Context: an optimization exercise on an open-source flow, tuned for small area. The choices shown serve that exercise and are no tape-out recipe.
The RTL was checked by simulation tests, not by an equivalence proof against the original design.

==> flow/design.v, too long to show whole: its modules and the start of the top module <==
// module addsub8: 30 lines
// module mf8_alu: 54 lines
// module mf8_pcs: 19 lines
// module mf8_reg: 38 lines
// module mf8_core: 121 lines
// module MF8A18: 68 lines
// module ROM1K16: 2246 lines
// module engine_v: 51 lines
module engine_v (
	clk,
	reset,
	ram_addr,
	ram_wdata,
	ram_we,
	ram_re,
	ram_rdata,
	spi_cs,
	spi_sck,
	spi_mosi,
	spi_miso,
	uart_txd
	);
  // ...
==> flow/flow/run.sh <==
#!/bin/bash
# Layout flow: the standard synthesis, then the combinational logic between
# the registers is re-mapped for area with ABC (registers, their cells and
# names are kept as the standard synthesis made them), then the standard
# layout from floorplan to finish.  Each tool writes its own log here.
set -euo pipefail
W=$(pwd)
R=$W/orfs/results/sky130hd/engine_v/base
LIB=$FLOW_HOME/platforms/sky130hd/lib/sky130_fd_sc_hd__tt_025C_1v80.lib

# 1. standard synthesis
bash standard.sh synth > $W/std_synth.log 2>&1
cp $R/1_2_yosys.v $W/1_2_yosys_std.v

# 2. re-map the combinational cells for area
python3 flow/genmap.py $LIB > $W/cellmap.v 2> $W/genmap.log
DU=$(sed -n '/DONT_USE_CELLS += /,/^$/p' $FLOW_HOME/platforms/sky130hd/config.mk | grep -o 'sky130_fd_sc_hd__[a-z0-9_]*' | sed 's/^/-dont_use /' | tr '\n' ' ')
cat > $W/post_opt.ys <<EOS
read_liberty -lib $LIB
read_verilog $W/1_2_yosys_std.v
hierarchy -top engine_v
techmap -map $W/cellmap.v
techmap
opt -purge
abc -liberty $LIB $DU -script $W/flow/opt.script
opt_clean -purge
hilomap -singleton -hicell sky130_fd_sc_hd__conb_1 HI -locell sky130_fd_sc_hd__conb_1 LO
splitnets
opt_clean -purge
stat -liberty $LIB
write_verilog -noattr -nohex -nodec $W/1_2_yosys_opt.v
EOS
yosys -s $W/post_opt.ys > $W/post_opt.log 2>&1
cp $W/1_2_yosys_opt.v $R/1_2_yosys.v
rm -f $R/1_synth.odb $R/1_synth.sdc

# 3. standard layout from the re-mapped netlist
bash standard.sh finish > $W/std_layout.log 2>&1
==> flow/flow/genmap.py <==
# generate a yosys techmap file turning sky130hd combinational cells into generic logic
import re, sys
lib=open(sys.argv[1]).read()
out=[]
for m in re.finditer(r'\n\s*cell\s*\(\s*"?([\w]+)"?\s*\)\s*\{', lib):
    name=m.group(1)
    # extract cell body by brace matching
    i=m.end(); depth=1
    while depth:
        c=lib[i]
        if c=='{': depth+=1
        elif c=='}': depth-=1
        i+=1
    body=lib[m.end():i]
    if re.search(r'\b(ff|latch|statetable)\s*\(', body): continue
    if 'dont_use : true' in body: continue
    pins=[]
    for pm in re.finditer(r'\n\s*pin\s*\(\s*"?(\w+)"?\s*\)\s*\{', body):
        j=pm.end(); d=1
        while d:
            c=body[j]
            if c=='{': d+=1
            elif c=='}': d-=1
            j+=1
        pb=body[pm.end():j]
        dm=re.search(r'direction\s*:\s*"?(\w+)"?',pb)
        fm=re.search(r'\bfunction\s*:\s*"([^"]*)"',pb)
        pins.append((pm.group(1), dm.group(1) if dm else None, fm.group(1) if fm else None))
    outs=[p for p in pins if p[1]=='output']
    ins=[p for p in pins if p[1]=='input']
    if not outs or any(p[2] is None for p in outs): continue
    if any(p[1] not in ('input','output') for p in pins): continue
    def conv(f):
        f=f.replace('!','~').replace('+','|').replace('*','&')
        f=re.sub(r"(\w+)'", r"(~\1)", f)
        # implicit AND by whitespace between operands
        f=re.sub(r'([\w\)])\s+(?=[\w\(~])', r'\1 & ', f)
        return f
    ports=[p[0] for p in ins]+[p[0] for p in outs]
    s='module %s(%s);\n'%(name, ', '.join(ports))
    for p in ins: s+='  input %s;\n'%p[0]
    for p in outs: s+='  output %s;\n  assign %s = %s;\n'%(p[0],p[0],conv(p[2]))
    s+='endmodule\n'
    out.append((name,s))
print('\n'.join(s for n,s in out))
sys.stderr.write('%d cells\n'%len(out))
==> flow/flow/opt.script <==
strash
&get -n
&st
&deepsyn -T 120
&dch
&nf -R 1000
&put
topo
==> flow/standard.sh <==
#!/bin/bash
# synth_recipe.tcl (not shown) runs the flow's synth.tcl, then flattens the netlist and writes it again
# the make line also repeats each setting of config.mk as NAME=value (left out here)
make -C /OpenROAD-flow-scripts/flow DESIGN_CONFIG=/design/flow/config.mk WORK_HOME=/design/flow/orfs CLKGATE_MAP_FILE= SYNTH_SCRIPT=/design/flow/synth_recipe.tcl "${@:-finish}"
==> flow/config.mk <==
export PLATFORM = sky130hd
export DESIGN_NAME = engine_v
export DESIGN_NICKNAME = engine_v
export VERILOG_FILES = /design/flow/design.v
export SDC_FILE = /design/flow/constraint.sdc
export NUM_CORES = 4
export LEC_CHECK = 0
export CAP_MARGIN = 20
export CELL_PAD_IN_SITES_DETAIL_PLACEMENT = 1
export CELL_PAD_IN_SITES_GLOBAL_PLACEMENT = 1
export CORE_MARGIN = 2
export CORE_UTILIZATION = 28
export CTS_BUF_LIST = sky130_fd_sc_hd__clkbuf_4 sky130_fd_sc_hd__clkbuf_8
export PLACE_DENSITY = 0.5
export SLEW_MARGIN = 20
export SYNTH_MEMORY_MAX_BITS = 16384
==> flow/constraint.sdc <==
create_clock -name core_clock -period 10.0 [get_ports {clk}]
set_input_delay 2.0000 -clock core_clock [delete_from_list [all_inputs] [get_ports {clk}]]
set_output_delay 2.0000 -clock core_clock [all_outputs]
set_load 0.01 [all_outputs]
==> qor.log, run 1 <==
INFO  final_layout   layout.comb_gates.multi_input=1703
INFO  timing         worst_hold_slack=0.482ns
INFO  routing        remaining_number_of_nets_flagged_by_the_antenna_check_after_routing=0
INFO  final_layout   antenna_cells_inserted=18
INFO  global_route   track_usage=49.3%
INFO  final_layout   clock_network_share_of_area=2.24%
INFO  final_layout   largest_register=cpu.core.pr.RF
INFO  placement      placement.setup.worst_slack=0.977ns
INFO  timing         finClkSkew=0.0193ns
INFO  status         status=timing/DRC/antenna clean
INFO  final_layout   area_growth_syn_to_layout=27.7%
INFO  clock_tree     clkLatencyLatePin=0.52ns
INFO  final_layout   seq_cells=180
INFO  clock_tree     tritoncts_buffers=17
INFO  setup_path     critical_path_cell_count=23
INFO  clock_tree     cts.sinks=180
INFO  final_layout   non_clock_inverter_count=30
INFO  clock_tree     cts_setup_buffers=0
INFO  synthesis      netlist_area_before_placement=14900um^2
INFO  setup_path     critPathMaxStageDelay=0.85ns
INFO  timing         max_slew.worst_pin.slew=1.40ns
INFO  setup_path     reg2reg_setup_slack=0.52ns
INFO  timing         timing.setup.tns=0ns
==> inputs of run 2 (changes only) <==
==> flow/config.mk (replaced) <==
export PLATFORM = sky130hd
export DESIGN_NAME = engine_v
export DESIGN_NICKNAME = engine_v
export VERILOG_FILES = /design/flow/design.v
export SDC_FILE = /design/flow/constraint.sdc
export NUM_CORES = 4
export LEC_CHECK = 0
export CAP_MARGIN = 20
export CELL_PAD_IN_SITES_DETAIL_PLACEMENT = 1
export CELL_PAD_IN_SITES_GLOBAL_PLACEMENT = 2
export CORE_MARGIN = 2
export CORE_UTILIZATION = 25
export GPL_TIMING_DRIVEN = 0
export PLACE_DENSITY = 0.45
export SLEW_MARGIN = 20
export SYNTH_MEMORY_MAX_BITS = 16384
==> run 2 against run 1 <==
The layout now fails its checks (setup timing). Final cell count down 4.7%. Core utilization down 4.5 points. Clock skew up 0.0010 ns. Die area up 12%. Global-route usage down 7.9 points. Wire length down 8.2%. Count of clock-buffer cells in the layout unchanged. Critical path type unchanged. Critical endpoint is now ram_wdata[4]. Highest routed layer unchanged.
==> qor.log, run 2 <==
INFO  status         status=complete, but fails checks
INFO  status         so.violations=setup timing
INFO  floorplanning  core_region_area=59000um^2
INFO  routing        num_vias=20.8k
INFO  timing         finClkSkew=0.0203ns [+0.00103 ns]
INFO  setup_path     critical_path.cell_chain=buf_16, nor2_4, nor2_2, nand2_1, nand2_1, o311ai_2, a21oi_1, nor2_1, a31oi_1, o21ai_0, or2_0, a21oi_4, a21oi_1, buf_4, o21ai_0, nor2_1, a21oi_2, clkdlybuf4s50_1
INFO  worst_hold_path hold_path.class=flip-flop to flip-flop
INFO  timing         finalSetupViolations=2
INFO  final_layout   layout.cells.most_common=nand2_1
INFO  setup_path     reg2reg_setup_slack=0.09ns [-0.43 ns]
INFO  flow_run       max_cap_violations=0
INFO  worst_hold_path holdPathEnd=cpu.SPI_SCK
INFO  floorplanning  die_w=248um
INFO  global_route   grt_overflow=0
INFO  clock_tree     clkLatencyLatePin=0.47ns [-0.05 ns]
INFO  placement      placed_cells_incl_taps=2786
INFO  timing         setup_ws=-0.0466ns
INFO  global_route   global_route_wire_length_before_repair=173000um
INFO  synthesis      yosysWarningCount=4
INFO  setup_path     criticalPathCategory=flip-flop to output port
INFO  global_route   antenna_found_initial=9
INFO  clock_tree     tritoncts_buffers=17 [unchanged]
INFO  clock_tree     root_buffer=clkbuf_16
INFO  placement      placement.setup.worst_slack=-1.23ns [-2.20 ns]
INFO  routing        wl=130000um
INFO  setup_path     setup.worst_path.end_class=output port
INFO  floorplanning  initial_core_util=25.2%
INFO  timing         period_share=100%
INFO  worst_hold_path hp-start=cpu.SPI_SCK
INFO  timing         max_slew.worst_pin.slew=1.23ns [-0.168 ns]
INFO  global_route   grt_max_degree=67
INFO  floorplanning  floorplan.die_area=61600um^2
INFO  clock_tree     clock_transition_at_the_registers_of_the_reported_paths=0.08ns
INFO  final_layout   mostFrequentLayoutCells=nand2_1, nor2_1, o21ai_0, edfxtp_1, a21oi_1
INFO  final_layout   drive_above_1_share=12.7%
INFO  floorplanning  ios=40
INFO  routing        wire_length_per_cell=45.8um
INFO  timing         final_hold_viol_count=0
INFO  setup_path     worst_r2r_endpoint=cpu.core.pr.RF[239]
INFO  setup_path     cp.required=8.00ns
INFO  global_route   grt_pass1_vias=19.5k
INFO  setup_path     ff2ff_path_depth=30
INFO  routing        detail_route.iter0.violations=3900
INFO  timing         worst_hold_slack=0.479ns [-0.00299 ns]
INFO  clock_tree     count_of_h_tree_levels_built_during_cts=4
INFO  setup_path     reg2reg_from=cpu.core.mf8_pc.PC_i[0]
INFO  floorplanning  fp_rows=89
INFO  setup_path     critPathMaxStageDelay=0.70ns [-0.15 ns]
INFO  routing        firstDrtPassIters=7
INFO  synthesis      synth.net_count=1924
INFO  final_layout   area_growth_syn_to_layout=25.5%
INFO  routing        remaining_drc_errors=0
INFO  placement      count_of_buffers_from_port_buffering=39
INFO  timing         slew_headroom=16.9%
INFO  synthesis      netlist_instances=1913
INFO  synthesis      netlist_area_before_placement=14900um^2 [unchanged]
INFO  setup_path     cp_max_fo=40
INFO  floorplanning  die_h=248um
INFO  setup_path     timing.critical_path.slowest_stage_cell=a21oi_2
INFO  clock_tree     cts_max_path_buffers=2
INFO  placement      detailedPlacementHpwl=96300um
INFO  routing        via_per_inst=7.31
INFO  timing         final_critical_period=10.05ns
INFO  final_layout   largest_register_ffs=160
INFO  global_route   track_usage=41.4% [-7.9 points]
INFO  placement      place.gp.congestion=1.10
INFO  clock_tree     cts.sinks=180 [unchanged]
INFO  setup_path     cp_top_family=compound AO/OA/AOI/OAI gates
INFO  final_layout   stdcell_count=2842
INFO  timing         report.final.slew_viol_count=0
INFO  routing        remaining_number_of_nets_flagged_by_the_antenna_check_after_routing=0 [unchanged]
INFO  synthesis      synth_area_per_cell=7.79um^2
INFO  clock_tree     tritoncts=built
INFO  setup_path     critical_path_start=cpu.core.mf8_pc.PC_i[2]
INFO  setup_path     path_buf_inv=3
INFO  worst_hold_path worstHoldPathCells=2
INFO  final_layout   layout.core_utilization=31.7%
INFO  setup_path     worstSetupStartpointType=flip-flop
INFO  final_layout   largest_register=cpu.core.pr.RF
INFO  final_layout   biggestRegsByFlops=cpu.core.pr.RF (160), cpu.core.mf8_pc.PC_i (9), cpu.core.SREG_i (2)
INFO  timing         max_freq=99.5MHz
INFO  setup_path     critical_path_arrival=8.05ns
INFO  clock_tree     cts_hold_buf=0
INFO  timing         timing.setup.tns=-0.0859ns [-0.0859 ns]
INFO  final_layout   finish.net_count=2057
## run 2: metrics by stage
step / instance area [um^2]
6_report: 18700
5_1_grt: 18700
4_1_cts: 18300
3_5_place_dp: 17500
3_3_place_gp: 16300
2_1_floorplan: 14900
## run 2: final cells by class
type,instances,area (um^2)
clock buffer,17,425
inverter,30,114
timing repair buffer,114,1420
multi-input combinational,1703,10300
antenna,10,25.0
clock inverter,15,201
fill,7032,40300
sequential,180,5260
tap,773,967
## run 2: how the worst max path moves through the flow
stage	to	cells past startpoint
2_1_floorplan	cpu.core.pr.RF[103]	29
4_1_cts	cpu.core.pr.RF[255]	33
3_5_place_dp	cpu.core.pr.RF[175]	34
3_3_place_gp	cpu.core.pr.RF[223]	26
6_report	ram_wdata[4]	18
5_1_grt	cpu.core.pr.RF[255]	30
## run 2: metal layers
layer / vias to the layer above / part of all wire [%] / global-route usage, %
met5: - / 0.10 / 1.35
li1: 7953 / - / -
met4: 4 / 5.0 / 17.3
met2: 1866 / 38 / 53.8
met3: 393 / 16 / 20.8
met1: 10570 / 41 / 56.6
## run 2: repair_timing
action / 4_1_cts / 5_1_grt
endpoints found under the setup margin: 130 / 87
buffers inserted: 2 / 11
pin swaps: 1 / 5
resized for setup: 50 / 54
hold endpoints to repair: 0 / 0
## run 2: tightest hold or removal path: stages, from the launching register on
cell      delay [ns]
dfxtp_1         0.33
clkinv_1        0.04
o21ai_0         0.06
==> inputs of run 3 (changes only) <==
--- a/flow/config.mk
+++ b/flow/config.mk
@@ -13,4 +13,5 @@
 export GPL_TIMING_DRIVEN = 0
 export PLACE_DENSITY = 0.45
+export SETUP_SLACK_MARGIN = 0.3
 export SLEW_MARGIN = 20
 export SYNTH_MEMORY_MAX_BITS = 16384
==> run 3 against run 2 <==
Core utilization up 0.87 points. Sequential share of layout area down 0.75 points. Largest cell class unchanged. Fmax up 4.3%. Now clean on timing, DRC and antenna. Flip-flop and latch count unchanged. Critical endpoint unchanged. Synthesized area unchanged.
==> qor.log, run 3 <==
INFO  timing         setup_ws=0.365ns [+0.411 ns]
INFO  setup_path     critPathCapture=ram_wdata[4]
INFO  setup_path     reg2reg_setup_slack=0.50ns [+0.41 ns]
INFO  clock_tree     tritoncts_buffers=17 [unchanged]
INFO  timing         finalSetupViolations=0 [-2]
INFO  setup_path     reg2reg_from=cpu.core.mf8_pc.PC_i[3]
INFO  setup_path     worst_r2r_endpoint=cpu.core.pr.RF[175]
INFO  clock_tree     clock_transition_at_the_registers_of_the_reported_paths=0.08ns [about the same]
INFO  synthesis      netlist_instances=1913 [unchanged]
INFO  final_layout   layout.cells.most_common=nand2_1
INFO  timing         finClkSkew=0.0158ns [-0.00450 ns]
INFO  final_layout   layout.core_utilization=32.5% [+0.87 points]
INFO  timing         max_freq=104MHz [+4.3%]
INFO  final_layout   largest_register_ffs=160 [unchanged]
INFO  routing        num_vias=20.9k [+0.59%]
INFO  routing        wire_length_per_cell=46.2um [+0.98%]
INFO  placement      placed_cells_incl_taps=2777 [-0.32%]
INFO  clock_tree     tritoncts=built
INFO  setup_path     critical_path_start=cpu.core.mf8_pc.PC_i[3]
INFO  global_route   track_usage=41.8% [+0.37 points]
INFO  placement      detailedPlacementHpwl=95400um [-0.92%]
INFO  timing         max_slew.worst_pin.slew=1.27ns [+0.0362 ns]
INFO  status         status=timing/DRC/antenna clean
INFO  flow_run       max_cap_violations=0 [unchanged]
INFO  synthesis      yosysWarningCount=4 [unchanged]
INFO  floorplanning  initial_core_util=25.2% [unchanged]
INFO  floorplanning  fp_rows=89 [unchanged]
INFO  clock_tree     count_of_h_tree_levels_built_during_cts=4 [unchanged]
INFO  setup_path     critical_path_arrival=7.64ns [-0.41 ns]
INFO  synthesis      synth_area_per_cell=7.79um^2 [unchanged]
INFO  timing         rsz_0062_raised_after_global_routing=false
INFO  clock_tree     clkLatencyLatePin=0.47ns [about the same]
INFO  timing         final_critical_period=9.64ns [-0.411 ns]
INFO  clock_tree     root_buffer=clkbuf_16
INFO  global_route   grt_pass1_vias=19.8k [+1.9%]
INFO  global_route   grt_max_degree=65 [-3.0%]
INFO  final_layout   area_growth_syn_to_layout=28.9%
INFO  floorplanning  die_w=248um [unchanged]
INFO  timing         timing.setup.tns=0ns [+0.0859 ns]
INFO  setup_path     cp_max_fo=52 [+30%]
INFO  setup_path     setup.worst_path.end_class=output port
INFO  floorplanning  floorplan.die_area=61600um^2 [unchanged]
INFO  setup_path     ff2ff_path_depth=32 [+6.7%]
INFO  floorplanning  die_h=248um [unchanged]
INFO  setup_path     worstSetupStartpointType=flip-flop
INFO  final_layout   biggestRegsByFlops=cpu.core.pr.RF (160), cpu.core.mf8_pc.PC_i (9), cpu.core.SREG_i (2)
INFO  floorplanning  ios=40 [unchanged]
INFO  final_layout   mostFrequentLayoutCells=nand2_1, nor2_1, o21ai_0, edfxtp_1, a21oi_1
INFO  synthesis      synth.net_count=1924 [unchanged]
INFO  routing        firstDrtPassIters=7 [unchanged]
INFO  placement      placement.setup.worst_slack=-2.44ns [-1.21 ns]
INFO  worst_hold_path hold_path.class=flip-flop to flip-flop
INFO  timing         final_hold_viol_count=0 [unchanged]
INFO  routing        remaining_number_of_nets_flagged_by_the_antenna_check_after_routing=0 [unchanged]
INFO  routing        remaining_drc_errors=0 [unchanged]
INFO  timing         period_share=96.4% [-4.1 points]
INFO  global_route   global_route_wire_length_before_repair=175000um [+1.0%]
INFO  timing         slew_headroom=15.0% [-1.9 points]
INFO  synthesis      netlist_area_before_placement=14900um^2 [unchanged]
INFO  setup_path     criticalPathCategory=flip-flop to output port
INFO  final_layout   finish.net_count=2076 [+0.92%]
INFO  floorplanning  core_region_area=59000um^2 [unchanged]
INFO  global_route   grt_overflow=0 [unchanged]
INFO  global_route   antenna_found_initial=13 [+4]
INFO  setup_path     cp.required=8.00ns [about the same]
INFO  timing         report.final.slew_viol_count=0 [unchanged]
INFO  clock_tree     cts_max_path_buffers=2 [unchanged]
INFO  placement      place.gp.congestion=1.07 [-3.5%]
INFO  final_layout   largest_register=cpu.core.pr.RF
INFO  final_layout   drive_above_1_share=15.6% [+2.9 points]
INFO  routing        wl=132000um [+1.4%]
INFO  routing        detail_route.iter0.violations=3660 [-6.2%]
INFO  clock_tree     cts.sinks=180 [unchanged]
INFO  placement      count_of_buffers_from_port_buffering=39 [unchanged]
INFO  routing        via_per_inst=7.32 [+0.13%]
INFO  final_layout   stdcell_count=2855 [+0.46%]
-- run 3: metrics by stage --
stage | hold slack [ns] | cell area, um^2
2_1_floorplan | 0.450 | 14900
3_3_place_gp | 0.457 | 16300
3_5_place_dp | 0.476 | 17400
4_1_cts | 0.491 | 18600
5_1_grt | 0.525 | 19200
6_report | 0.479 | 19200
-- run 3: critical path, cell delays in order, from the launching register on --
cell,delay (ns)
dfxtp_4,0.57
buf_16,0.35
nor2b_4,0.08
buf_12,0.17
nor2_1,0.64
nand2_1,0.48
o21ai_0,0.35
o211ai_1,0.35
nand4_1,0.18
o21ai_0,0.11
nand2_2,0.35
clkinv_1,0.19
nor2_1,0.25
clkinv_1,0.36
o21ai_0,1.01
nor2_1,0.17
a21oi_2,0.72
clkdlybuf4s50_1,0.68
-- run 3: what timing repair did --
item	CTS	global route
resized for setup	120	76
hold buffers	0	0
cloned	0	0
buffers inserted	10	32
hold endpoints to repair	0	0
endpoints found under the setup margin	171	88
pin swaps	6	10
-- run 3: worst min path at each step --
stage,slack [ns],end,startpoint,depth (start not counted)
final,0.48,cpu.SPI_MOSI,cpu.SPI_MOSI,2
after global routing,0.52,cpu.UART_TXD,cpu.UART_TXD,2
after CTS,0.49,cpu.SPI_MOSI,cpu.SPI_MOSI,2
after detailed placement,0.48,cpu.SPI_MOSI,cpu.SPI_MOSI,2
after global placement,0.46,cpu.SPI_CS,cpu.SPI_CS,2
after floorplan,0.45,cpu.core.DidPause,cpu.core.DidPause,1
-- run 3: layout make-up --
type / count / area [um^2]
diodes: 4 / 10.0
well taps: 773 / 967
clock buffers: 18 / 429
inverters: 30 / 118
multi-input cells: 1703 / 10600
repair buffers: 133 / 1600
clock inverters: 14 / 204
flip-flops and latches: 180 / 5260
fillers: 6982 / 39800
-- run 3: layer usage --
layer / track usage [%] / routed length (um)
met1: 58.3 / 55400
met5: 0 / 108
met2: 54.8 / 49200
met3: 18.1 / 20200
met4: 18.2 / 7080
==> module mf8_pcs, before the edit <==
module mf8_pcs(Clk, Reset, Offs_In, Pause, RJmp, PC);
	input	Clk;
	input	Reset;
	input	[8:0]	Offs_In;
	input	Pause;
	input	RJmp;
	output	[8:0]	PC;
	reg 	[8:0]	PC_i;
	wire	[8:0]	real_offset;
	assign	PC	= PC_i;
	assign	real_offset	= (RJmp == 1'b0) ? {8'b0, ~Pause} : Offs_In;
	always @(posedge Clk) begin
		if (Reset == 1'b1) begin
			PC_i	<= 9'h1ff;
		end else begin
			PC_i	<= PC_i + real_offset;
		end
	end
endmodule
==> module mf8_core, before the edit <==
module mf8_core (
   Clk,
   Reset,
   ROM_Addr,
   ROM_Data,
   ZZ,
   ram_datain,
   ram_write,
   ram_read_req,
   IO_Wr,
   IO_Addr,
   IO_RData,
   IO_WData);
input   Clk;
input   Reset;
output  [8:0] ROM_Addr;
input   [15:0] ROM_Data;
output  [15:0] ZZ;
input   [7:0] ram_datain;
output  ram_write;
output  ram_read_req;
output  IO_Wr;
output  [1:0] IO_Addr;
input   [7:0] IO_RData;
output  [7:0] IO_WData;
reg     Valid;
reg     Rst_r;
reg     DidPause;
reg     Reg_Wr_ID;
reg     RAM_Rd;
reg     [1:0] SREG_i;
wire    [8:0] PC;
wire    [15:0] Z;
wire    [7:0] Rd_Data;
wire    [7:0] Rr_Data;
wire    [7:0] Q;
wire    [1:0] Status_D;
wire    Status_Wr;
wire    Z_Skip;
wire    Do_SUB;
wire    [15:0] Inst = Valid ? ROM_Data : 16'h0000;
wire    Imm_Op  = Inst[15:12] == 4'b0011 | Inst[15:14] == 2'b01 | Inst[15:12] == 4'b1110;
wire    Pause   = Inst[15:10] == 6'b100000;
wire    Is_LD   = Pause & ~Inst[9];
wire    Is_ST   = Pause &  Inst[9];
wire    Is_IN   = Inst[15:11] == 5'b10110;
wire    Is_OUT  = Inst[15:11] == 5'b10111;
wire    Do_PASSB = Inst[15:10] == 6'b001011 | Inst[15:12] == 4'b1011 | Inst[15:12] == 4'b1110 | DidPause;
wire    CBranch = Inst[15:11] == 5'b11110;
wire    [1:0] Bit_Pattern = {Inst[2:0] == 3'b001, Inst[2:0] == 3'b000};
wire    Flag    = (SREG_i & Bit_Pattern) != 2'b00;
wire    RJmp    = Inst[15:12] == 4'b1100 | CBranch & (Flag ^ Inst[10]);
wire    Inst_Skip = Z_Skip | RJmp;
wire    PCPause = Rst_r | Pause & ~DidPause;
wire    [8:0] Offset = CBranch ? {{2{Inst[9]}}, Inst[9:3]} : Inst[8:0];
wire    Reg_Wr =
	Inst[15:12] == 4'b0010 |
	Inst[15:14] == 2'b01 |
	Inst[15:11] == 5'b00001 |
	Inst[15:11] == 5'b00011 |
	Inst[15:12] == 4'b1110 |
	Inst[15:9] == 7'b1001010 & Inst[3:1] != 3'b100 |
	Inst[15:11] == 5'b10110 |
	Reg_Wr_ID;
wire    [4:0] Rd_Addr = {Inst[8] | Imm_Op, Inst[7:4]};
wire    [4:0] Rr_Addr = {Inst[9], Inst[3:0]};
wire    [7:0] Imm = {Inst[11:8], Inst[3:0]};
wire    [7:0] Pass_Mux = Imm_Op ? Imm : RAM_Rd ? ram_datain : Is_IN ? IO_RData : Rr_Data;
wire    [7:0] Op_Mux   = Imm_Op ? Imm : Rr_Data;
wire    [7:0] Wr_Data  = Do_PASSB ? Pass_Mux : Q;
assign ROM_Addr = PC;
assign ZZ = {Z[15:2], Z[1:0] ^ ROM_Data[1:0]};
assign ram_write = Is_ST & ~DidPause;
assign ram_read_req = Is_LD & ~DidPause;
assign IO_Wr = Is_OUT;
assign IO_Addr = {Inst[9], Inst[3]};
assign IO_WData = Rd_Data;
always @(posedge Clk) begin
	Reg_Wr_ID <= ram_read_req;
	RAM_Rd <= ram_read_req;
	if (Status_Wr) SREG_i <= Status_D;
	if (Reset) begin
		Rst_r <= 1'b1;
		Valid <= 1'b0;
		DidPause <= 1'b0;
	end else begin
		Rst_r <= 1'b0;
		Valid <= ~(Inst_Skip | Rst_r);
		DidPause <= Pause & ~DidPause;
	end
end
mf8_alu alu (
	.Inst		(Inst),
	.A		(Rd_Data),
	.B		(Op_Mux),
	.Q		(Q),
	.SREG		(SREG_i),
	.Do_SUB		(Do_SUB),
	.Z_Skip		(Z_Skip),
	.Status_D	(Status_D),
	.Status_Wr	(Status_Wr)
);
mf8_pcs mf8_pc (
	.Clk		(Clk),
	.Reset		(Reset),
	.Offs_In	(Offset),
	.Pause		(PCPause),
	.RJmp		(RJmp),
	.PC		(PC)
);
mf8_reg pr (
	.Clk		(Clk),
	.Wr		(Reg_Wr),
	.Rd_Addr	(Rd_Addr),
	.Rr_Addr	(Rr_Addr),
	.Data_In	(Wr_Data),
	.Rd_Data	(Rd_Data),
	.Rr_Data	(Rr_Data),
	.Z		(Z)
);
endmodule
==> inputs of run 4 (changes only) <==
--- a/flow/design.v
+++ b/flow/design.v
@@ -83,5 +83,5 @@
 assign Z_Skip = Bit_Test & Do_SBRS | ~Bit_Test & Do_SBRC;
 endmodule
-module mf8_pcs(Clk, Reset, Offs_In, Pause, RJmp, PC);
+module mf8_pcs(Clk, Reset, Offs_In, Pause, RJmp, PC, NPC);
 	input	Clk;
 	input	Reset;
@@ -90,15 +90,12 @@
 	input	RJmp;
 	output	[8:0]	PC;
+	output	[8:0]	NPC;
 	reg 	[8:0]	PC_i;
 	wire	[8:0]	real_offset;
 	assign	PC	= PC_i;
 	assign	real_offset	= (RJmp == 1'b0) ? {8'b0, ~Pause} : Offs_In;
-	always @(posedge Clk) begin
-		if (Reset == 1'b1) begin
-			PC_i	<= 9'h1ff;
-		end else begin
-			PC_i	<= PC_i + real_offset;
-		end
-	end
+	assign	NPC	= Reset ? 9'h1ff : PC_i + real_offset;
+	always @(posedge Clk)
+		PC_i	<= NPC;
 endmodule
 module mf8_reg(Clk, Wr, Rd_Addr, Rr_Addr, Data_In, Rd_Data, Rr_Data, Z);
@@ -172,4 +169,5 @@
 reg     [1:0] SREG_i;
 wire    [8:0] PC;
+wire    [8:0] NPC;
 wire    [15:0] Z;
 wire    [7:0] Rd_Data;
@@ -180,5 +178,8 @@
 wire    Z_Skip;
 wire    Do_SUB;
-wire    [15:0] Inst = Valid ? ROM_Data : 16'h0000;
+reg     [15:0] IR;
+always @(posedge Clk)
+	IR <= ROM_Data;
+wire    [15:0] Inst = Valid ? IR : 16'h0000;
 wire    Imm_Op  = Inst[15:12] == 4'b0011 | Inst[15:14] == 2'b01 | Inst[15:12] == 4'b1110;
 wire    Pause   = Inst[15:10] == 6'b100000;
@@ -210,6 +211,6 @@
 wire    [7:0] Op_Mux   = Imm_Op ? Imm : Rr_Data;
 wire    [7:0] Wr_Data  = Do_PASSB ? Pass_Mux : Q;
-assign ROM_Addr = PC;
-assign ZZ = {Z[15:2], Z[1:0] ^ ROM_Data[1:0]};
+assign ROM_Addr = NPC;
+assign ZZ = {Z[15:2], Z[1:0] ^ IR[1:0]};
 assign ram_write = Is_ST & ~DidPause;
 assign ram_read_req = Is_LD & ~DidPause;
@@ -248,5 +249,6 @@
 	.Pause		(PCPause),
 	.RJmp		(RJmp),
-	.PC		(PC)
+	.PC		(PC),
+	.NPC		(NPC)
 );
 mf8_reg pr (
--- a/flow/config.mk
+++ b/flow/config.mk
@@ -13,5 +13,5 @@
 export GPL_TIMING_DRIVEN = 0
 export PLACE_DENSITY = 0.45
-export SETUP_SLACK_MARGIN = 0.3
+export SETUP_SLACK_MARGIN = 0.1
 export SLEW_MARGIN = 20
 export SYNTH_MEMORY_MAX_BITS = 16384
==> run 4 against run 3 <==
Global-route usage is 6.0 points higher. Core utilization is 1.0 points lower. Hold slack better by 0.0072 ns. Fmax is 1.5% higher. Via count is 5.7% higher. Worst setup slack better by 0.14 ns. Sequential share of layout area is 1.8 points higher. Synthesized area is 2.3% higher. Synthesized cell count is 2.5% higher. Wire length is 16% higher. Die area is 2.3% higher.
==> qor.log, run 4 <==
INFO  setup_path     setup.worst_path.end_class=flip-flop
INFO  floorplanning  ios=40 [unchanged]
INFO  floorplanning  die_w=251um [+1.1%]
INFO  placement      place.gp.congestion=1.12 [+5.0%]
INFO  final_layout   biggestRegsByFlops=cpu.core.pr.RF (160), cpu.core.IR (16), cpu.core.mf8_pc.PC_i (9)
INFO  clock_tree     clock_transition_at_the_registers_of_the_reported_paths=0.08ns [about the same]
INFO  timing         timing.setup.tns=0ns [unchanged]
INFO  final_layout   largest_register=cpu.core.pr.RF
INFO  setup_path     worst_r2r_endpoint=cpu.core.IR[13]
INFO  routing        via_per_inst=7.59 [+3.6%]
INFO  synthesis      netlist_area_before_placement=15200um^2 [+2.3%]
INFO  global_route   grt_max_degree=28 [-57%]
INFO  clock_tree     root_buffer=clkbuf_16
INFO  timing         setup_ws=0.509ns [+0.145 ns]
INFO  floorplanning  core_region_area=60400um^2 [+2.3%]
INFO  synthesis      synth.net_count=1972 [+2.5%]
INFO  timing         period_share=94.9% [-1.4 points]
INFO  status         status=timing/DRC/antenna clean
INFO  setup_path     worstSetupStartpointType=flip-flop
INFO  clock_tree     cts_hold_buf=0 [unchanged]
INFO  clock_tree     count_of_h_tree_levels_built_during_cts=4 [unchanged]
INFO  placement      placement.setup.worst_slack=0.0118ns [+2.45 ns]
INFO  final_layout   stdcell_count=2914 [+2.1%]
INFO  routing        num_vias=22.1k [+5.7%]
INFO  final_layout   final_area=19000um^2 [-0.98%]
INFO  timing         final_critical_period=9.49ns [-0.145 ns]
INFO  final_layout   layout.cells.most_common=nand2_1
INFO  worst_hold_path hp-start=cpu.SPI_SCK
INFO  setup_path     cp_max_fo=27 [-48%]
INFO  synthesis      netlist_instances=1961 [+2.5%]
INFO  routing        wl=153000um [+16%]
INFO  floorplanning  fp_rows=90 [+1.1%]
INFO  setup_path     critical_path.cell_chain=nor2_1, a2111oi_0, xnor2_1, nor3_2, or3_1, nor2b_1, a221oi_2, nand2b_1, a21oi_1, o21ai_1, a21oi_1, nor2b_1, a21oi_1, xor2_4, nor2_4, buf_12, clkinv_2, o21ai_0, a31oi_1, nor3_1, a311o_1, a31oi_1, nor4_2
INFO  setup_path     critical_path_start=cpu.core.IR[0]
INFO  setup_path     ff2ff_path_depth=23 [-28%]
INFO  final_layout   mostFrequentLayoutCells=nand2_1, nor2_1, edfxtp_1, o21ai_0, a21oi_1
INFO  timing         final_hold_viol_count=0 [unchanged]
INFO  routing        detail_route.iter0.violations=3843 [+5.0%]
INFO  timing         max_slew.worst_pin.slew=1.37ns [+0.100 ns]
INFO  routing        remaining_drc_errors=0 [unchanged]
INFO  flow_run       max_cap_violations=0 [unchanged]
INFO  placement      placed_cell_area=18300um^2 [+4.8%]
INFO  worst_hold_path holdPathEnd=cpu.SPI_SCK
INFO  final_layout   finish.net_count=2117 [+2.0%]
INFO  floorplanning  floorplan.die_area=62900um^2 [+2.3%]
INFO  floorplanning  initial_core_util=25.2% [about the same]
INFO  routing        remaining_number_of_nets_flagged_by_the_antenna_check_after_routing=0 [unchanged]
INFO  routing        wire_length_per_cell=52.4um [+13%]
INFO  routing        firstDrtPassIters=10 [+3]
INFO  global_route   track_usage=47.7% [+6.0 points]
INFO  clock_tree     cts_max_path_buffers=2 [unchanged]
INFO  final_layout   largest_register_ffs=160 [unchanged]
INFO  placement      detailedPlacementHpwl=115000um [+20%]
INFO  placement      count_of_buffers_from_port_buffering=39 [unchanged]
INFO  timing         rsz_0062_raised_after_global_routing=false
INFO  setup_path     cp.required=10.28ns [+2.28 ns]
INFO  timing         max_freq=105MHz [+1.5%]
INFO  clock_tree     tritoncts=built
INFO  timing         slew_headroom=8.34% [-6.7 points]
INFO  synthesis      synth_area_per_cell=7.77um^2 [-0.21%]
INFO  final_layout   drive_above_1_share=10.9% [-4.7 points]
INFO  synthesis      yosysWarningCount=4 [unchanged]
INFO  setup_path     reg2reg_from=cpu.core.IR[0]
INFO  clock_tree     clkLatencyLatePin=0.47ns [about the same]
INFO  global_route   grt_overflow=0 [unchanged]
INFO  final_layout   area_growth_syn_to_layout=24.8%
INFO  global_route   grt_pass1_vias=21.3k [+7.4%]
INFO  global_route   antenna_found_initial=15 [+2]
INFO  timing         finClkSkew=0.0125ns [-0.00335 ns]
INFO  setup_path     reg2reg_setup_slack=0.51ns [about the same]
INFO  timing         report.final.slew_viol_count=0 [unchanged]
INFO  worst_hold_path hold_path.class=flip-flop to flip-flop
INFO  timing         finalSetupViolations=0 [unchanged]
INFO  global_route   global_route_wire_length_before_repair=202000um [+16%]
INFO  setup_path     criticalPathCategory=flip-flop to flip-flop
INFO  floorplanning  die_h=251um [+1.1%]
INFO  clock_tree     tritoncts_buffers=17 [unchanged]
INFO  clock_tree     cts.sinks=196 [+8.9%]
INFO  placement      placed_cells_incl_taps=2865 [+3.2%]
INFO  setup_path     critical-path-top-cell-by-count=a21oi_1
INFO  setup_path     critPathMaxStageDelay=0.83ns [-0.18 ns]
INFO  worst_hold_path worstHoldPathCells=2 [unchanged]
INFO  setup_path     critical_path_arrival=9.77ns [+2.13 ns]
INFO  setup_path     timing.critical_path.slowest_stage_cell=nor4_2
run 4: worst max-delay path by stage:
stage	slack [ns]	depth (start not counted)	endpoint
2_1_floorplan	1.45	20	cpu.core.IR[14]
3_3_place_gp	-9.31	18	cpu.core.IR[1]
3_5_place_dp	0.01	23	cpu.core.IR[13]
4_1_cts	0.31	23	cpu.core.IR[8]
5_1_grt	0.33	25	cpu.core.IR[5]
6_report	0.51	23	cpu.core.IR[13]
run 4: critical path, delay by kind of cell, from the launching register on:
kind / cells / cell delay [ns]
flops: 1 / 0.76
compound gates: 10 / 4.05
simple gates: 9 / 2.97
buf+inv: 2 / 0.83
xor+xnor: 2 / 0.61
run 4: timing repair:
item | in CTS | in global routing
endpoints found under the setup margin | 3 | 12
setup buffers | 0 | 0
gates resized for setup | 2 | 3
pin swaps | 0 | 0
run 4: final cells by class:
cell class | instances | area (um^2)
Sequential cell | 196 | 5550
Inverter | 28 | 106
Antenna cell | 13 | 32.5
Clock buffer | 17 | 425
Clock inverter | 15 | 196
Timing Repair Buffer | 126 | 1600
Tap cell | 782 | 978
Multi-Input combinational cell | 1737 | 10100
Fill cell | 7201 | 41300
run 4: stage by stage:
step           utilization [%]  hold WS (ns)
5_1_grt                   31.5         0.510
6_report                  31.5         0.486
2_1_floorplan                -         0.478
4_1_cts                   31.3         0.487
3_3_place_gp              27.5         0.463
3_5_place_dp              30.3         0.465
run 4: routing by layer:
layer  wire (um)  vias up  global-route usage, %
met5         112        -                  0.309
met4       18200        8                   45.4
met3       18300      771                   17.8
met2       64500     2118                   71.3
met1       51700    11001                   52.1
li1            -     8209                      -
==> inputs of run 5 (changes only) <==
--- a/flow/config.mk
+++ b/flow/config.mk
@@ -11,4 +11,5 @@
 export CORE_MARGIN = 2
 export CORE_UTILIZATION = 25
+export CTS_BUF_LIST = sky130_fd_sc_hd__clkbuf_8
 export GPL_TIMING_DRIVEN = 0
 export PLACE_DENSITY = 0.45
==> run 5 against run 4 <==
Critical path depth increased by 2. Core utilization is 0.30 points lower. Non-clock buffer count did not move. Highest routed layer unchanged.
==> qor.log, run 5 <==
INFO  floorplanning  initial_core_util=25.2% [unchanged]
INFO  synthesis      synth.net_count=1972 [unchanged]
INFO  final_layout   layout.cells.most_common=nand2_1
INFO  clock_tree     count_of_h_tree_levels_built_during_cts=4 [unchanged]
INFO  synthesis      yosysWarningCount=4 [unchanged]
INFO  routing        wire_length_per_cell=52.3um [-0.21%]
INFO  floorplanning  die_w=251um [unchanged]
INFO  setup_path     reg2reg_from=cpu.core.IR[0]
INFO  timing         period_share=94.4% [-0.54 points]
INFO  setup_path     critPathMaxStageDelay=0.88ns [+0.05 ns]
INFO  setup_path     path_buf_inv=1 [-1]
INFO  final_layout   largest_register=cpu.core.pr.RF
INFO  global_route   global_route_wire_length_before_repair=202000um [-0.15%]
INFO  synthesis      synth_area_per_cell=7.77um^2 [unchanged]
INFO  routing        firstDrtPassIters=7 [-3]
INFO  floorplanning  core_region_area=60400um^2 [unchanged]
INFO  final_layout   largest_register_ffs=160 [unchanged]
INFO  final_layout   mostFrequentLayoutCells=nand2_1, nor2_1, edfxtp_1, o21ai_0, a21oi_1
INFO  clock_tree     root_buffer=clkbuf_8
INFO  final_layout   biggestRegsByFlops=cpu.core.pr.RF (160), cpu.core.IR (16), cpu.core.mf8_pc.PC_i (9)
INFO  timing         final_hold_viol_count=0 [unchanged]
INFO  routing        detail_route.iter0.violations=3615 [-5.9%]
INFO  final_layout   finish.net_count=2117 [unchanged]
INFO  global_route   track_usage=47.7% [-0.048 points]
INFO  clock_tree     tritoncts_buffers=17 [unchanged]
INFO  clock_tree     cts.sinks=196 [unchanged]
INFO  timing         finalSetupViolations=0 [unchanged]
INFO  timing         final_critical_period=9.44ns [-0.0538 ns]
INFO  setup_path     criticalPathCategory=flip-flop to flip-flop
INFO  worst_hold_path hp-start=cpu.SPI_SCK
INFO  synthesis      netlist_area_before_placement=15200um^2 [unchanged]
INFO  global_route   grt_max_degree=28 [unchanged]
INFO  clock_tree     clkLatencyLatePin=0.51ns [+0.04 ns]
INFO  status         status=timing/DRC/antenna clean
INFO  synthesis      netlist_instances=1961 [unchanged]
INFO  timing         finClkSkew=0.0144ns [+0.00191 ns]
INFO  timing         max_freq=106MHz [+0.57%]
INFO  routing        via_per_inst=7.57 [-0.20%]
INFO  setup_path     cp.required=10.35ns [+0.07 ns]
INFO  global_route   grt_pass1_vias=21.3k [-0.29%]
INFO  setup_path     worstSetupStartpointType=flip-flop
INFO  routing        remaining_number_of_nets_flagged_by_the_antenna_check_after_routing=0 [unchanged]
INFO  floorplanning  floorplan.die_area=62900um^2 [unchanged]
INFO  setup_path     setup.worst_path.end_class=flip-flop
INFO  routing        wl=152000um [-0.21%]
INFO  final_layout   area.sequential=5550um^2 [unchanged]
INFO  floorplanning  ios=40 [unchanged]
INFO  placement      detailedPlacementHpwl=115000um [unchanged]
INFO  flow_run       max_cap_violations=0 [unchanged]
INFO  clock_tree     tritoncts=built
INFO  placement      place.gp.congestion=1.12 [unchanged]
INFO  setup_path     reg2reg_setup_slack=0.56ns [+0.05 ns]
INFO  final_layout   drive_above_1_share=10.9% [+0.047 points]
INFO  setup_path     critical_path_arrival=9.79ns [+0.02 ns]
INFO  global_route   antenna_found_initial=10 [-5]
INFO  setup_path     critical_path_start=cpu.core.IR[0]
INFO  setup_path     cp_max_fo=11 [-59%]
INFO  final_layout   filler_cell_count=7214 [+0.18%]
INFO  timing         report.final.slew_viol_count=0 [unchanged]
INFO  setup_path     timing.critical_path.slowest_stage_cell=nand3_1
INFO  worst_hold_path hold_path.class=flip-flop to flip-flop
INFO  final_layout   final_area=18800um^2 [-0.95%]
INFO  floorplanning  fp_rows=90 [unchanged]
INFO  clock_tree     clock_transition_at_the_registers_of_the_reported_paths=0.11ns [+0.03 ns]
INFO  final_layout   area_growth_syn_to_layout=23.6%
INFO  routing        num_vias=22.1k [-0.20%]
INFO  routing        remaining_drc_errors=0 [unchanged]
INFO  global_route   grt_overflow=0 [unchanged]
INFO  timing         max_slew.worst_pin.slew=1.39ns [+0.0198 ns]
INFO  timing         rsz_0062_raised_after_global_routing=false
INFO  placement      placed_cell_area=18300um^2 [unchanged]
INFO  clock_tree     cts_setup_buffers=0 [unchanged]
INFO  final_layout   multi_input_area=10100um^2 [+0.15%]
INFO  timing         slew_headroom=7.01% [-1.3 points]
INFO  floorplanning  die_h=251um [unchanged]
INFO  setup_path     cp_top_family=simple AND/OR/NAND/NOR gates
INFO  placement      count_of_buffers_from_port_buffering=39 [unchanged]
INFO  clock_tree     cts_max_path_buffers=2 [unchanged]
INFO  setup_path     critical-path-top-cell-by-count=a21oi_1
run 5: worst paths after layout:
kind | cells after the start | end
worst min-delay path | 2 | cpu.SPI_SCK
worst max register to register | 25 | cpu.core.IR[8]
worst max-delay path | 25 | cpu.core.IR[8]
worst min register to register | 2 | cpu.SPI_SCK
run 5: per-layer routing:
layer	wire, um	track usage, %	part of all wire (%)	vias up
met2	64500	71.7	42	2166
met4	18000	44.9	12	4
met5	23	0.154	0.015	-
met3	17900	16.4	12	772
li1	-	-	-	8202
met1	52000	52.7	34	10918
run 5: timing repair:
action / in CTS / in global routing
gates resized for setup: 2 / 3
endpoints found under the setup margin: 3 / 13
hold buffers: 0 / 0
run 5: metrics by stage:
step	util [%]	setup slack, ns	TNS (ns)	instances	hold WS [ns]
after floorplan	-	1.45	0	1961	0.478
after global placement	27.5	-9.31	-169.69	2782	0.463
after detailed placement	30.3	0.0118	0	2865	0.465
after CTS	31.0	0.306	0	2897	0.492
after global routing	31.2	0.277	0	2902	0.515
final	31.2	0.563	0	2914	0.490
run 5: area by class of cell:
class	instances	share of cell area, %
flip-flops and latches	196	29.4
clock buffers	17	1.24
diodes	13	0.173
multi-input cells	1737	53.9
clock inverters	15	1.04
well taps	782	5.19
inverters	28	0.565
repair buffers	126	8.48
run 5: worst reg2reg max path, delay by kind of cell, from the launching register on:
kind / cells / cell delay (ns)
AOI/OAI and AO/OA: 8 / 3.63
xor gates and xnor gates: 2 / 0.41
adders and majority gates: 1 / 0.26
buffers and inverters: 1 / 0.55
DFF: 1 / 0.76
and+or+nand+nor: 13 / 3.69
==> inputs of run 6 (changes only) <==
--- a/flow/config.mk
+++ b/flow/config.mk
@@ -10,8 +10,8 @@
 export CELL_PAD_IN_SITES_GLOBAL_PLACEMENT = 2
 export CORE_MARGIN = 2
-export CORE_UTILIZATION = 25
+export CORE_UTILIZATION = 30
 export CTS_BUF_LIST = sky130_fd_sc_hd__clkbuf_8
 export GPL_TIMING_DRIVEN = 0
-export PLACE_DENSITY = 0.45
+export PLACE_DENSITY = 0.58
 export SETUP_SLACK_MARGIN = 0.1
 export SLEW_MARGIN = 20
==> run 6 against run 5 <==
Still clean on timing, DRC and antenna. Register-to-register slack worse by 0.29 ns. Die area is 16% lower. Critical path depth stayed put. Hold slack worse by 0.0066 ns. Global-route usage is 8.2 points higher. Fmax is 3.0% lower. Synthesized area stayed put. Critical path type unchanged. Critical endpoint is now cpu.core.IR[5].
==> qor.log, run 6 <==
INFO  floorplanning  initial_core_util=30.4% [+5.1 points]
INFO  timing         max_slew.worst_pin.slew=1.41ns [+0.0159 ns]
INFO  flow_run       max_cap_violations=0 [unchanged]
INFO  floorplanning  fp_rows=82 [-8.9%]
INFO  final_layout   area_growth_syn_to_layout=21.8%
INFO  global_route   antenna_found_initial=22 [+12]
INFO  placement      detailedPlacementHpwl=107000um [-6.8%]
INFO  timing         max_freq=103MHz [-3.0%]
INFO  floorplanning  core_region_area=50200um^2 [-17%]
INFO  routing        firstDrtPassIters=11 [+4]
INFO  status         status=timing/DRC/antenna clean
INFO  final_layout   largest_register=cpu.core.pr.RF
INFO  clock_tree     cts.sinks=196 [unchanged]
INFO  clock_tree     count_of_h_tree_levels_built_during_cts=4 [unchanged]
INFO  routing        wire_length_per_cell=53.0um [+1.2%]
INFO  floorplanning  floorplan.die_area=52600um^2 [-16%]
INFO  routing        detail_route.iter0.violations=5260 [+46%]
INFO  clock_tree     clkLatencyLatePin=0.52ns [about the same]
INFO  final_layout   drive_above_1_share=10.3% [-0.64 points]
INFO  floorplanning  die_h=229um [-8.6%]
INFO  setup_path     cp_max_fo=11 [unchanged]
INFO  placement      placement.setup.worst_slack=-0.116ns [-0.128 ns]
INFO  routing        wl=149000um [-2.6%]
INFO  final_layout   filler_cell_count=6014 [-17%]
INFO  routing        remaining_drc_errors=0 [unchanged]
INFO  routing        met2_length=58900um [-8.8%]
INFO  routing        dr_wl_met3=23000um [+28%]
INFO  final_layout   mostFrequentLayoutCells=nand2_1, nor2_1, edfxtp_1, o21ai_0, a21oi_1
INFO  setup_path     setup.worst_path.end_class=flip-flop
INFO  routing        routed.top_layer=met5
INFO  placement      count_of_buffers_from_port_buffering=39 [unchanged]
INFO  global_route   grt_overflow=0 [unchanged]
INFO  final_layout   biggestRegsByFlops=cpu.core.pr.RF (160), cpu.core.IR (16), cpu.core.mf8_pc.PC_i (9)
INFO  clock_tree     root_buffer=clkbuf_8
INFO  placement      placed_cells_incl_taps=2751 [-4.0%]
INFO  final_layout   layout.core_utilization=37.0% [+5.8 points]
INFO  timing         setup_ws=0.270ns [-0.294 ns]
INFO  synthesis      netlist_area_before_placement=15200um^2 [unchanged]
INFO  global_route   grt_max_degree=28 [unchanged]
INFO  clock_tree     cts_max_path_buffers=2 [unchanged]
INFO  floorplanning  ios=40 [unchanged]
INFO  timing         worst_hold_slack=0.484ns [-0.00661 ns]
INFO  final_layout   stdcell_count=2804 [-3.8%]
INFO  global_route   track_usage=55.9% [+8.2 points]
INFO  global_route   grt_pass1_vias=22.3k [+5.1%]
INFO  routing        via_per_inst=8.37 [+11%]
INFO  timing         slew_headroom=5.30% [-1.7 points]
INFO  worst_hold_path hold_path.class=flip-flop to flip-flop
INFO  clock_tree     cts_setup_buffers=0 [unchanged]
INFO  setup_path     critical_path_arrival=10.05ns [+0.26 ns]
INFO  floorplanning  die_w=229um [-8.6%]
INFO  final_layout   finish.net_count=2112 [-0.24%]
INFO  clock_tree     tritoncts_buffers=17 [unchanged]
INFO  final_layout   multi_input_area=10100um^2 [-0.57%]
INFO  synthesis      synth_area_per_cell=7.77um^2 [unchanged]
INFO  timing         rsz_0062_raised_after_global_routing=false
INFO  timing         report.final.slew_viol_count=0 [unchanged]
INFO  routing        wl_met1=46400um [-11%]
INFO  synthesis      netlist_instances=1961 [unchanged]
INFO  timing         period_share=97.3% [+2.9 points]
INFO  final_layout   layout.cells.most_common=nand2_1
INFO  final_layout   largest_register_ffs=160 [unchanged]
INFO  placement      place.gp.congestion=1.23 [+10%]
INFO  setup_path     worstSetupStartpointType=flip-flop
INFO  setup_path     cp.required=10.32ns [-0.03 ns]
INFO  synthesis      synth.net_count=1972 [unchanged]
INFO  setup_path     criticalPathCategory=flip-flop to flip-flop
INFO  timing         final_critical_period=9.73ns [+0.294 ns]
INFO  final_layout   area.sequential=5550um^2 [unchanged]
INFO  timing         final_hold_viol_count=0 [unchanged]
INFO  routing        remaining_number_of_nets_flagged_by_the_antenna_check_after_routing=0 [unchanged]
INFO  timing         finalSetupViolations=0 [unchanged]
INFO  routing        num_vias=23.5k [+6.4%]
INFO  timing         finClkSkew=0.0216ns [+0.00727 ns]
INFO  synthesis      yosysWarningCount=4 [unchanged]
INFO  global_route   global_route_wire_length_before_repair=202000um [+0.21%]
INFO  clock_tree     tritoncts=built
INFO  clock_tree     clock_transition_at_the_registers_of_the_reported_paths=0.11ns [about the same]
==> run 6: path summary, 6_finish.rpt <==
| path | start | to | slack [ns] | depth (start not counted) |
|---|---|---|---|---|
| worst max-delay path | cpu.core.IR[0] | cpu.core.IR[5] | 0.27 | 25 |
| worst min-delay path | cpu.SPI_SCK | cpu.SPI_SCK | 0.48 | 2 |
| worst max register to register | cpu.core.IR[0] | cpu.core.IR[5] | 0.27 | 25 |
| worst min register to register | cpu.SPI_SCK | cpu.SPI_SCK | 0.48 | 2 |
==> run 6: worst max-delay path: stages, from the launching register on <==
cell and delay [ns]:
dfxtp_1 0.76, nor2_1 0.10, a2111oi_0 0.56, xnor2_1 0.20, nor3_2 0.12, or3_1 0.40
nor2b_1 0.17, a221oi_2 0.11, nand2b_1 0.35, a21oi_1 0.54, o21ai_1 0.38, a21oi_1 0.65
nor2b_1 0.11, a21oi_1 0.54, nor2b_1 0.11, a21oi_1 0.36, nor2_1 0.11, nor2_1 0.31
maj3_1 0.27, xnor2_1 0.22, nor2b_2 0.52, clkinv_1 0.52, nand2_1 0.55, a21oi_1 0.12
or4_1 0.54, nor4_1 0.86
==> run 6: area by class of cell <==
| cell class | count | area share [%] |
|---|---|---|
| well taps | 672 | 4.53 |
| inverters | 28 | 0.573 |
| repair buffers | 121 | 8.37 |
| diodes | 18 | 0.243 |
| multi-input cells | 1737 | 54.4 |
| clock buffers | 17 | 1.26 |
| clock inverters | 15 | 0.782 |
| flip-flops and latches | 196 | 29.9 |
==> run 6: through the flow <==
stage | cell area [um^2] | setup TNS, ns
final | 18600 | 0
after CTS | 18400 | 0
after global routing | 18500 | 0
after global placement | 16500 | -143.22
after detailed placement | 18000 | -0.116
after floorplan | 15200 | 0
==> run 6: repair_timing <==
item                       4_1_cts  5_1_grt
setup endpoints to repair        5       14
hold buffers                     0        0
gates resized for setup          1        4
pin swaps                        0        0
==> run 6: metal layers <==
layer / track usage, % / vias up
met1: 56.9 / 11226
met4: 54.4 / 16
met5: 4.96 / -
met2: 78.2 / 2798
li1: - / 8203
met3: 33.0 / 1228

==> re-timing with driven ports <==
How much do the figures lean on ideal ports? The routed layouts below were timed once more, with nothing changed but the port constraints. Step 1: set_driving_cell puts a clkbuf_16 on clk and a buf_2 on each other input, an assumption about the parent block. Step 2 also shifts input and output timing later by t, the mid clock arrival at the registers, as if the neighbouring blocks saw the same clock. Slacks: ideal ports / drivers / drivers and shift; pairs: ideal ports / drivers.
run | t, ns | slack for setup (ns) | worst setup path after step 2 | worst data-port slew with drivers (ns) | cell pins on the clock port's net
run 1 | 0.554 | 0.352 / 0.308 / 0.516 | register to register | 0.05 | 1
run 2 | 0.512 | -0.047 / -0.101 / 0.087 | register to register | 0.03 | 1
run 3 | 0.518 | 0.365 / 0.307 / 0.500 | register to register | 0.04 | 1
run 4 | 0.510 | 0.509 / 0.509 / 0.509 | register to register | 0.05 | 1
run 5 | 0.552 | 0.563 / 0.563 / 0.563 | register to register | 0.05 | 1
run 6 | 0.566 | 0.270 / 0.270 / 0.270 | register to register | 0.05 | 1
